From an optimization exercise on the open Yosys and OpenROAD flow, aimed at small area; shortcuts taken in it are not production practice.
Only simulation tests tie the RTL to the original design; equivalence was not proved.
The clock port is modelled as an ideal driver; clocking choices that lean on that would not hold on a real chip.
Power is estimated from default activity; no workload was simulated.

==> wip/violet <==
Design top_stopwatch_watch, start of the top module:
module top_stopwatch_watch (
    input               clk,
    input               reset,
    input   [3:0]       sw_under,
    input   [1:0]       sw_upper,
    input               btn_l,
    input               btn_r,
    input               btn_u,
    input               btn_d,
    input               uart_rx,
    output              uart_tx,
    output  [3:0]       fnd_digit,
    output  [7:0]       fnd_data
);
clock: 10.0 ns
lec_check: 0
abc_area: 1
cap_margin: 20
core_margin: 2
core_utilization: 90
slew_margin: 20
standard.sh (not shown) runs the stock make flow with config.mk's settings and CLKGATE_MAP_FILE= SYNTH_SCRIPT=/design/flow/synth_recipe.tcl, a recipe that flattens the netlist after the stock synthesis.
==> flow/flow/run.sh <==
#!/bin/bash
# Own layout flow: the standard synthesis, then its combinational logic
# re-mapped by ABC with area-oriented scripts (registers, their names and
# cell types untouched; the smallest of several mappings is kept), then the
# standard layout steps with a smaller clock tree (eight leaf buffers, one
# per group of nearby registers, under one root buffer) and smaller port
# buffers. Each tool's output goes to a log file here.
set -euo pipefail
W=$PWD
F=$W/flow
R=$W/orfs/results/${FLOW_PLATFORM}/top_stopwatch_watch/base
LIB=$FLOW_HOME/platforms/${FLOW_PLATFORM}/lib/sky130_fd_sc_hd__tt_025C_1v80.lib

# 1. standard synthesis, unchanged
bash standard.sh synth > $W/log_1_standard_synth.log 2>&1

# 2. re-map the combinational logic with each script, keep the smallest
cp $R/1_2_yosys.v $W/1_2_yosys_standard.v
DONT_USE=$(sed -n '/DONT_USE_CELLS/,/^$/p' $FLOW_HOME/platforms/${FLOW_PLATFORM}/config.mk | grep -o 'sky130_fd_sc_hd__[A-Za-z0-9_]*' | tr '\n' ' ')
for s in d1 d2 d3 d4 e1 e2 e3 e4; do
  LIB=$LIB NET_IN=$W/1_2_yosys_standard.v NET_OUT=$W/1_2_yosys_resynth_$s.v TOP=$FLOW_TOP \
    STAT_PRE=$W/resynth_stat_pre_$s.txt STAT_POST=$W/resynth_stat_post_$s.txt \
    DONT_USE="$DONT_USE" ABC_SCRIPT=$F/resynth_$s.abc \
    yosys -c $F/resynth.tcl > $W/log_2_resynth_$s.log 2>&1 &
  if [[ $s == d4 ]]; then wait; fi
done
wait
best=""; best_area=""
for s in d1 d2 d3 d4 e1 e2 e3 e4; do
  area=$(grep -m1 "Chip area for module" $W/resynth_stat_post_$s.txt | awk '{print $NF}')
  echo "resynth $s: $area" >> $W/log_2_resynth_choice.log
  if [[ -z "$best" ]] || awk "BEGIN{exit !($area < $best_area)}"; then best=$s; best_area=$area; fi
done
echo "chosen: $best ($best_area)" >> $W/log_2_resynth_choice.log
cp $W/1_2_yosys_resynth_$best.v $R/1_2_yosys.v
rm -f $R/1_synth.odb $R/1_synth.sdc
touch $R/1_2_yosys.v

# 3. standard layout steps
export PRE_CTS_TCL=$F/mytree.tcl
export CTS_ARGS="-clk_nets clk -sink_clustering_enable -repair_clock_nets -dont_use_dummy_load -buf_list sky130_fd_sc_hd__clkbuf_8"
export BUFFER_PORTS_ARGS="-buffer_cell sky130_fd_sc_hd__buf_1"
bash standard.sh finish > $W/log_3_standard_layout.log 2>&1
Other scripts of this flow, unchanged in this note and not shown: flow/flow/mytree.tcl, flow/flow/resynth.tcl, flow/flow/resynth_d1.abc, flow/flow/resynth_d2.abc, flow/flow/resynth_d3.abc, flow/flow/resynth_d4.abc, flow/flow/resynth_e1.abc, flow/flow/resynth_e2.abc, flow/flow/resynth_e3.abc, flow/flow/resynth_e4.abc
==> wip/xenon (differences from wip/violet) <==
- CORE_UTILIZATION: 90 -> 80
==> summary of the runs <==
- In area after synthesis, wip/violet and wip/xenon do not differ.
- Synthesized cell count is the same in wip/violet and wip/xenon.
- wip/violet never finished: it broke off in global placement without I/O (3_1_place_gp_skip_io) on GPL-0301. wip/xenon completed without violations.


==> run D: inputs <==
Starting RTL as in the previous note.
export LEC_CHECK = 0
export ABC_AREA = 1
export CAP_MARGIN = 20
export CORE_MARGIN = 2
export CORE_UTILIZATION = 80
export SLEW_MARGIN = 20
create_clock -name core_clock -period 10.0 [get_ports {clk}]
==> flow/flow/run.sh <==
#!/bin/bash
# Own layout flow: the standard synthesis, then its combinational logic
# re-mapped by ABC with area-oriented scripts (registers, their names and
# cell types untouched; the smallest of several mappings is kept), then the
# standard layout steps with a smaller clock tree (five leaf buffers, one
# per group of nearby registers, under one root buffer) and smaller port
# buffers. Each tool's output goes to a log file here.
set -euo pipefail
W=$PWD
F=$W/flow
R=$W/orfs/results/${FLOW_PLATFORM}/top_stopwatch_watch/base
LIB=$FLOW_HOME/platforms/${FLOW_PLATFORM}/lib/sky130_fd_sc_hd__tt_025C_1v80.lib

# 1. standard synthesis, unchanged
bash standard.sh synth > $W/log_1_standard_synth.log 2>&1

# 2. re-map the combinational logic with each script, keep the smallest
cp $R/1_2_yosys.v $W/1_2_yosys_standard.v
DONT_USE=$(sed -n '/DONT_USE_CELLS/,/^$/p' $FLOW_HOME/platforms/${FLOW_PLATFORM}/config.mk | grep -o 'sky130_fd_sc_hd__[A-Za-z0-9_]*' | tr '\n' ' ')
for s in d1 d2 d3 d4 e1 e2 e3 e4; do
  LIB=$LIB NET_IN=$W/1_2_yosys_standard.v NET_OUT=$W/1_2_yosys_resynth_$s.v TOP=$FLOW_TOP \
    STAT_PRE=$W/resynth_stat_pre_$s.txt STAT_POST=$W/resynth_stat_post_$s.txt \
    DONT_USE="$DONT_USE" ABC_SCRIPT=$F/resynth_$s.abc \
    yosys -c $F/resynth.tcl > $W/log_2_resynth_$s.log 2>&1 &
  if [[ $s == d4 ]]; then wait; fi
done
wait
best=""; best_area=""
for s in d1 d2 d3 d4 e1 e2 e3 e4; do
  area=$(grep -m1 "Chip area for module" $W/resynth_stat_post_$s.txt | awk '{print $NF}')
  echo "resynth $s: $area" >> $W/log_2_resynth_choice.log
  if [[ -z "$best" ]] || awk "BEGIN{exit !($area < $best_area)}"; then best=$s; best_area=$area; fi
done
echo "chosen: $best ($best_area)" >> $W/log_2_resynth_choice.log
cp $W/1_2_yosys_resynth_$best.v $R/1_2_yosys.v
rm -f $R/1_synth.odb $R/1_synth.sdc
touch $R/1_2_yosys.v

# 3. standard layout steps
export PRE_CTS_TCL=$F/mytree.tcl
export CTS_ARGS="-clk_nets clk -sink_clustering_enable -repair_clock_nets -dont_use_dummy_load -buf_list sky130_fd_sc_hd__clkbuf_8"
export BUFFER_PORTS_ARGS="-buffer_cell sky130_fd_sc_hd__buf_1"
bash standard.sh finish > $W/log_3_standard_layout.log 2>&1
==> flow/flow/mytree.tcl <==
# Split the clock net's register sinks into K groups by location and drive
# each group from its own clock buffer placed at the group's centre.
proc my_clock_tree { K bufmaster root } {
  set block [ord::get_db_block]
  set db [ord::get_db]
  set master [$db findMaster $bufmaster]
  set clknet [$block findNet clk]
  set sinks {}
  foreach it [$clknet getITerms] {
    set inst [$it getInst]
    lappend sinks [list $it [lindex [$inst getLocation] 0] [lindex [$inst getLocation] 1]]
  }
  set n [llength $sinks]
  # k-means, initial centres spread along x
  set sorted [lsort -integer -index 1 $sinks]
  set cx {}; set cy {}
  for {set k 0} {$k < $K} {incr k} {
    set s [lindex $sorted [expr {int(($k + 0.5) * $n / $K)}]]
    lappend cx [lindex $s 1]; lappend cy [lindex $s 2]
  }
  for {set iter 0} {$iter < 30} {incr iter} {
    set sx [lrepeat $K 0.0]; set sy [lrepeat $K 0.0]; set cnt [lrepeat $K 0]
    set assign {}
    foreach s $sinks {
      set best 0; set bd 1e30
      for {set k 0} {$k < $K} {incr k} {
        set d [expr {abs([lindex $s 1]-[lindex $cx $k]) + abs([lindex $s 2]-[lindex $cy $k])}]
        if {$d < $bd} { set bd $d; set best $k }
      }
      lappend assign $best
      lset sx $best [expr {[lindex $sx $best] + [lindex $s 1]}]
      lset sy $best [expr {[lindex $sy $best] + [lindex $s 2]}]
      lset cnt $best [expr {[lindex $cnt $best] + 1}]
    }
    for {set k 0} {$k < $K} {incr k} {
      if {[lindex $cnt $k] > 0} {
        lset cx $k [expr {int([lindex $sx $k] / [lindex $cnt $k])}]
        lset cy $k [expr {int([lindex $sy $k] / [lindex $cnt $k])}]
      }
    }
  }
  puts "my_clock_tree: group sizes $cnt"
  set leafnet $clknet
  if {$root ne ""} {
    set rinst [odb::dbInst_create $block [$db findMaster $root] "myclkroot"]
    set sx 0; set sy 0
    for {set k 0} {$k < $K} {incr k} { set sx [expr {$sx + [lindex $cx $k]}]; set sy [expr {$sy + [lindex $cy $k]}] }
    $rinst setLocation [expr {int($sx / $K)}] [expr {int($sy / $K)}]
    $rinst setPlacementStatus PLACED
    set leafnet [odb::dbNet_create $block "myclknet_root"]
    $leafnet setSigType CLOCK
    [$rinst findITerm A] connect $clknet
    [$rinst findITerm X] connect $leafnet
  }
  for {set k 0} {$k < $K} {incr k} {
    set inst [odb::dbInst_create $block $master "myclkbuf_$k"]
    $inst setLocation [lindex $cx $k] [lindex $cy $k]
    $inst setPlacementStatus PLACED
    set net [odb::dbNet_create $block "myclknet_$k"]
    $net setSigType CLOCK
    [$inst findITerm A] connect $leafnet
    [$inst findITerm X] connect $net
    set nets($k) $net
  }
  foreach s $sinks a $assign {
    set it [lindex $s 0]
    $it disconnect
    $it connect $nets($a)
  }
}

# A root buffer on the clock port drives K leaf buffers, one per group of
# registers; clock_tree_synthesis then runs on the port's net only.
my_clock_tree 5 sky130_fd_sc_hd__clkbuf_16 sky130_fd_sc_hd__clkbuf_4
==> flow/flow/resynth_d4.abc <==
strash
&get -n
&fraig -x
&put
&get -n
&deepsyn -T 60 -S 4
&put
dch -f
amap -F 4 -A 8
==> flow/flow/resynth_e1.abc <==
strash
&get -n
&fraig -x
&put
balance -l
resub -K 6 -l
rewrite -l
resub -K 6 -N 2 -l
refactor -l
resub -K 8 -l
balance -l
resub -K 8 -N 2 -l
rewrite -l
resub -K 10 -l
rewrite -z -l
resub -K 10 -N 2 -l
balance -l
resub -K 12 -l
refactor -z -l
resub -K 12 -N 2 -l
rewrite -z -l
balance -l
balance -l
resub -K 6 -l
rewrite -l
resub -K 6 -N 2 -l
refactor -l
resub -K 8 -l
balance -l
resub -K 8 -N 2 -l
rewrite -l
resub -K 10 -l
rewrite -z -l
resub -K 10 -N 2 -l
balance -l
resub -K 12 -l
refactor -z -l
resub -K 12 -N 2 -l
rewrite -z -l
balance -l
&get -n
&deepsyn -T 60 -S 1
&put
dch -f
amap -F 4 -A 8
==> flow/flow/resynth_e2.abc <==
strash
&get -n
&fraig -x
&put
balance -l
resub -K 6 -l
rewrite -l
resub -K 6 -N 2 -l
refactor -l
resub -K 8 -l
balance -l
resub -K 8 -N 2 -l
rewrite -l
resub -K 10 -l
rewrite -z -l
resub -K 10 -N 2 -l
balance -l
resub -K 12 -l
refactor -z -l
resub -K 12 -N 2 -l
rewrite -z -l
balance -l
balance -l
resub -K 6 -l
rewrite -l
resub -K 6 -N 2 -l
refactor -l
resub -K 8 -l
balance -l
resub -K 8 -N 2 -l
rewrite -l
resub -K 10 -l
rewrite -z -l
resub -K 10 -N 2 -l
balance -l
resub -K 12 -l
refactor -z -l
resub -K 12 -N 2 -l
rewrite -z -l
balance -l
&get -n
&deepsyn -T 60 -S 2
&put
dch -f
amap -F 4 -A 8
==> flow/flow/resynth_e3.abc <==
strash
&get -n
&fraig -x
&put
balance -l
resub -K 6 -l
rewrite -l
resub -K 6 -N 2 -l
refactor -l
resub -K 8 -l
balance -l
resub -K 8 -N 2 -l
rewrite -l
resub -K 10 -l
rewrite -z -l
resub -K 10 -N 2 -l
balance -l
resub -K 12 -l
refactor -z -l
resub -K 12 -N 2 -l
rewrite -z -l
balance -l
balance -l
resub -K 6 -l
rewrite -l
resub -K 6 -N 2 -l
refactor -l
resub -K 8 -l
balance -l
resub -K 8 -N 2 -l
rewrite -l
resub -K 10 -l
rewrite -z -l
resub -K 10 -N 2 -l
balance -l
resub -K 12 -l
refactor -z -l
resub -K 12 -N 2 -l
rewrite -z -l
balance -l
&get -n
&deepsyn -T 60 -S 3
&put
dch -f
amap -F 4 -A 8
==> flow/flow/resynth_e4.abc <==
strash
&get -n
&fraig -x
&put
balance -l
resub -K 6 -l
rewrite -l
resub -K 6 -N 2 -l
refactor -l
resub -K 8 -l
balance -l
resub -K 8 -N 2 -l
rewrite -l
resub -K 10 -l
rewrite -z -l
resub -K 10 -N 2 -l
balance -l
resub -K 12 -l
refactor -z -l
resub -K 12 -N 2 -l
rewrite -z -l
balance -l
balance -l
resub -K 6 -l
rewrite -l
resub -K 6 -N 2 -l
refactor -l
resub -K 8 -l
balance -l
resub -K 8 -N 2 -l
rewrite -l
resub -K 10 -l
rewrite -z -l
resub -K 10 -N 2 -l
balance -l
resub -K 12 -l
refactor -z -l
resub -K 12 -N 2 -l
rewrite -z -l
balance -l
&get -n
&deepsyn -T 60 -S 4
&put
dch -f
amap -F 4 -A 8
Other scripts of this flow, unchanged in this note and not shown: flow/flow/resynth.tcl, flow/flow/resynth_d1.abc, flow/flow/resynth_d2.abc, flow/flow/resynth_d3.abc
==> run G (differences from run D) <==
--- a/flow/flow/run.sh
+++ b/flow/flow/run.sh
@@ -1,11 +1,11 @@
 #!/bin/bash
 # Own layout flow: the standard synthesis, then its combinational logic
 # re-mapped by ABC with area-oriented scripts (registers, their names and
 # cell types untouched; the smallest of several mappings is kept), then the
-# standard layout steps with a smaller clock tree (five leaf buffers, one
+# standard layout steps with a smaller clock tree (eight leaf buffers, one
 # per group of nearby registers, under one root buffer) and smaller port
 # buffers. Each tool's output goes to a log file here.
 set -euo pipefail
 W=$PWD
 F=$W/flow
 R=$W/orfs/results/${FLOW_PLATFORM}/top_stopwatch_watch/base
@@ -24,18 +24,19 @@
     yosys -c $F/resynth.tcl > $W/log_2_resynth_$s.log 2>&1 &
   if [[ $s == d4 ]]; then wait; fi
 done
 wait
 best=""; best_area=""
 for s in d1 d2 d3 d4 e1 e2 e3 e4; do
-  area=$(grep -m1 "Chip area for module" $W/resynth_stat_post_$s.txt | awk '{print $NF}')
+  area=$(grep -m1 "Chip area for module" $W/resynth_stat_post_$s.txt 2>/dev/null | awk '{print $NF}' || true)
+  [[ -n "$area" && -s $W/1_2_yosys_resynth_$s.v ]] || continue
   echo "resynth $s: $area" >> $W/log_2_resynth_choice.log
   if [[ -z "$best" ]] || awk "BEGIN{exit !($area < $best_area)}"; then best=$s; best_area=$area; fi
 done
 echo "chosen: $best ($best_area)" >> $W/log_2_resynth_choice.log
-cp $W/1_2_yosys_resynth_$best.v $R/1_2_yosys.v
+if [[ -n "$best" ]]; then cp $W/1_2_yosys_resynth_$best.v $R/1_2_yosys.v; fi
 rm -f $R/1_synth.odb $R/1_synth.sdc
 touch $R/1_2_yosys.v
 
 # 3. standard layout steps
 export PRE_CTS_TCL=$F/mytree.tcl
 export CTS_ARGS="-clk_nets clk -sink_clustering_enable -repair_clock_nets -dont_use_dummy_load -buf_list sky130_fd_sc_hd__clkbuf_8"
--- a/flow/flow/mytree.tcl
+++ b/flow/flow/mytree.tcl
@@ -68,7 +68,7 @@
     $it connect $nets($a)
   }
 }
 
 # A root buffer on the clock port drives K leaf buffers, one per group of
 # registers; clock_tree_synthesis then runs on the port's net only.
-my_clock_tree 5 sky130_fd_sc_hd__clkbuf_16 sky130_fd_sc_hd__clkbuf_4
+my_clock_tree 8 sky130_fd_sc_hd__clkbuf_8 sky130_fd_sc_hd__clkbuf_4
- CAP_MARGIN: 20 -> 5
- CORE_UTILIZATION: 80 -> 85
- SLEW_MARGIN: 20 -> 5
==> run B (differences from run D) <==
--- a/flow/design.v
+++ b/flow/design.v
@@ -11,28 +11,30 @@
     input               uart_rx,
     output              uart_tx,
     output  [3:0]       fnd_digit,
     output  [7:0]       fnd_data
 );
     reg [2:0] c8;
+    reg       b_tick;
     reg [2:0] dsel;
     reg [2:0] m5;
-    wire b_tick = ~c8[1] & ~c8[0] & (|m5);
     always @(posedge clk, posedge reset) begin
         if (reset) begin
             c8     <= 3'd0;
+            b_tick <= 1'b0;
             dsel   <= 3'd0;
             m5     <= 3'd0;
         end
         else begin
             c8     <= c8 + 3'd1;
+            b_tick <= &c8[1:0];
             if (b_tick & ~c8[2]) dsel <= dsel + 3'd1;
-            if (&c8[1:0]) m5 <= {m5[1:0], ~m5[1] | (~m5[2] & m5[0])};
+            if (&c8[1:0]) m5 <= {m5[1:0], ~(m5[2] | m5[1])};
         end
     end
-    wire w_tick = ~c8[1] & ~c8[0] & m5[2] & ~m5[1];
+    wire w_tick = b_tick & ~(|m5);
     wire o_btn_r, o_btn_l, o_btn_up, o_btn_down;
     btn_debounce U_BD_RUNSTOP(.clk(clk), .reset(reset), .sample_en(b_tick), .i_btn(btn_r), .o_btn(o_btn_r));
     btn_debounce U_BD_CLEAR  (.clk(clk), .reset(reset), .sample_en(b_tick), .i_btn(btn_l), .o_btn(o_btn_l));
     btn_debounce U_BD_UP     (.clk(clk), .reset(reset), .sample_en(b_tick), .i_btn(btn_u), .o_btn(o_btn_up));
     btn_debounce U_BD_DOWN   (.clk(clk), .reset(reset), .sample_en(b_tick), .i_btn(btn_d), .o_btn(o_btn_down));
     wire op_r, op_l, op_u, op_d, op_0, op_1, op_2;
@@ -289,13 +291,13 @@
     wire   op_s = cmd & (rx_data == 8'h73);
     localparam S_IDLE = 5'b00000, S_WAIT = 5'b00001, S_START_SPACE = 5'b01011;
     reg [4:0] ss;
     reg       s_tx_start;
     wire      running = (|ss) | s_tx_start;
     wire t_busy;
-    wire t_done;
+    reg  t_done;
     wire body = ss[4];
     wire [1:0] f = ss[3:2];
     wire [1:0] p = ss[1:0];
     always @(posedge clk, posedge reset) begin
         if (reset) begin
             ss         <= S_IDLE;
@@ -357,22 +359,23 @@
     reg [8:0] tbuf;      
     reg       txr;
     wire t_idle = (ts == IDLE);
     wire t_end  = b_tick & (&ttc);
     wire t_last = ~(|tbuf[8:2]);     
     assign t_busy = ~t_idle;
-    assign t_done = t_idle & ~tbuf[8];
     always @(posedge clk, posedge reset) begin
         if (reset) begin
             ts     <= IDLE;
             ttc    <= 4'd0;
-            tbuf   <= 9'b1_0000_0000;
+            tbuf   <= 9'd0;
             txr    <= 1'b1;
+            t_done <= 1'b0;
         end
         else begin
             ttc    <= ttc + {3'd0, b_tick & ~t_idle};
+            t_done <= (ts == STOP) & t_end;
             case (ts)
                 IDLE:  txr <= 1'b1;
                 START: txr <= 1'b0;
                 DATA:  txr <= tbuf[0];
                 STOP:  txr <= 1'b1;
             endcase
==> flow/flow/run.sh (replaced) <==
#!/bin/bash
# Own layout flow: the standard synthesis, then its combinational logic
# re-mapped by ABC with area-oriented scripts (registers, their names and
# cell types untouched; the smallest of several mappings is kept), then the
# standard layout steps with a clock tree without dummy loads and with
# smaller port buffers. Each tool's output goes to a log file here.
set -euo pipefail
W=$PWD
F=$W/flow
R=$W/orfs/results/${FLOW_PLATFORM}/top_stopwatch_watch/base
LIB=$FLOW_HOME/platforms/${FLOW_PLATFORM}/lib/sky130_fd_sc_hd__tt_025C_1v80.lib

# 1. standard synthesis, unchanged
bash standard.sh synth > $W/log_1_standard_synth.log 2>&1

# 2. re-map the combinational logic with each script, keep the smallest
cp $R/1_2_yosys.v $W/1_2_yosys_standard.v
DONT_USE=$(sed -n '/DONT_USE_CELLS/,/^$/p' $FLOW_HOME/platforms/${FLOW_PLATFORM}/config.mk | grep -o 'sky130_fd_sc_hd__[A-Za-z0-9_]*' | tr '\n' ' ')
for s in a d1 d2 d3; do
  LIB=$LIB NET_IN=$W/1_2_yosys_standard.v NET_OUT=$W/1_2_yosys_resynth_$s.v TOP=$FLOW_TOP \
    STAT_PRE=$W/resynth_stat_pre_$s.txt STAT_POST=$W/resynth_stat_post_$s.txt \
    DONT_USE="$DONT_USE" ABC_SCRIPT=$F/resynth_$s.abc \
    yosys -c $F/resynth.tcl > $W/log_2_resynth_$s.log 2>&1 &
done
wait
best=""; best_area=""
for s in a d1 d2 d3; do
  area=$(grep -m1 "Chip area for module" $W/resynth_stat_post_$s.txt | awk '{print $NF}')
  echo "resynth $s: $area" >> $W/log_2_resynth_choice.log
  if [[ -z "$best" ]] || awk "BEGIN{exit !($area < $best_area)}"; then best=$s; best_area=$area; fi
done
echo "chosen: $best ($best_area)" >> $W/log_2_resynth_choice.log
cp $W/1_2_yosys_resynth_$best.v $R/1_2_yosys.v
rm -f $R/1_synth.odb $R/1_synth.sdc
touch $R/1_2_yosys.v

# 3. standard layout steps
export CTS_ARGS="-sink_clustering_enable -repair_clock_nets -dont_use_dummy_load -buf_list sky130_fd_sc_hd__clkbuf_8"
export BUFFER_PORTS_ARGS="-buffer_cell sky130_fd_sc_hd__buf_1"
bash standard.sh finish > $W/log_3_standard_layout.log 2>&1
==> flow/flow/resynth_a.abc (new file) <==
strash
&get -n
&fraig -x
&put
balance -l
resub -K 6 -l
rewrite -l
resub -K 6 -N 2 -l
refactor -l
resub -K 8 -l
balance -l
resub -K 8 -N 2 -l
rewrite -l
resub -K 10 -l
rewrite -z -l
resub -K 10 -N 2 -l
balance -l
resub -K 12 -l
refactor -z -l
resub -K 12 -N 2 -l
rewrite -z -l
balance -l
balance -l
resub -K 6 -l
rewrite -l
resub -K 6 -N 2 -l
refactor -l
resub -K 8 -l
balance -l
resub -K 8 -N 2 -l
rewrite -l
resub -K 10 -l
rewrite -z -l
resub -K 10 -N 2 -l
balance -l
resub -K 12 -l
refactor -z -l
resub -K 12 -N 2 -l
rewrite -z -l
balance -l
dch -f
amap -F 4 -A 8
- CORE_UTILIZATION: 80 -> 40
removed: flow/flow/mytree.tcl
removed: flow/flow/resynth_d4.abc
removed: flow/flow/resynth_e1.abc
removed: flow/flow/resynth_e2.abc
removed: flow/flow/resynth_e3.abc
removed: flow/flow/resynth_e4.abc
==> qor summary <==
quantity	run B	run G	run D
Net count of the mapped netlist	875	881	881
Highest clock frequency the design can meet	131.0 MHz	-	139.5 MHz
Syn-to-layout area delta	9.256%	-	5.635%
Vertical die dimension	135.9 um	93.99 um	96.76 um
Post-Route M1 WL	8959 um	-	7031 um
Final-report max-slew violation count	0	-	0
Number of maximum-capacitance constraint violations	0	-	0
Overall Global Routing Usage	0.2075	-	0.4207
Hold violation total from the final report	0	-	0
Result of the run	no timing/DRC/antenna violations	stopped before the end	no timing/DRC/antenna violations
Stage where the flow stopped	-	global placement without I/O (3_1_place_gp_skip_io)	-
Cell count along the critical path	23	-	30
Power per cell area	158.0 nW/um2	-	156.2 nW/um2
Final setup violation count	0	-	0

[what the ideal ports hide]
The results above use ideal ports. As a check the final layouts listed here were re-extracted and re-timed, cells and wires unchanged. Step 1 assumes that a clkbuf_16 drives the clock port and a buf_2 every other input. Step 2, shift: input delay + t, output delay - t, t = (earliest + latest rising clock arrival at the registers) / 2. This alone moves slack from input paths to output paths. Slacks: ideal / step 1 / step 2; pairs: ideal / step 1.
| run | shift t [ns] | slack for setup (ns) | latest minus earliest clock arrival (ns) | cell pins on the clock port's net |
|---|---|---|---|---|
| wip/xenon | 0.548 | 3.166 / 3.178 / 2.630 | 0.028 / 0.029 | 1 |
| run D | 0.529 | 2.830 / 2.835 / 2.306 | 0.010 / 0.010 | 1 |
| run B | 0.472 | 2.365 / 2.380 / 1.908 | 0.030 / 0.030 | 1 |
After both steps every run listed still meets setup and hold. The setup slack of wip/xenon, which loses most, moves by +0.012 ns with the drivers and by -0.536 ns with both steps.
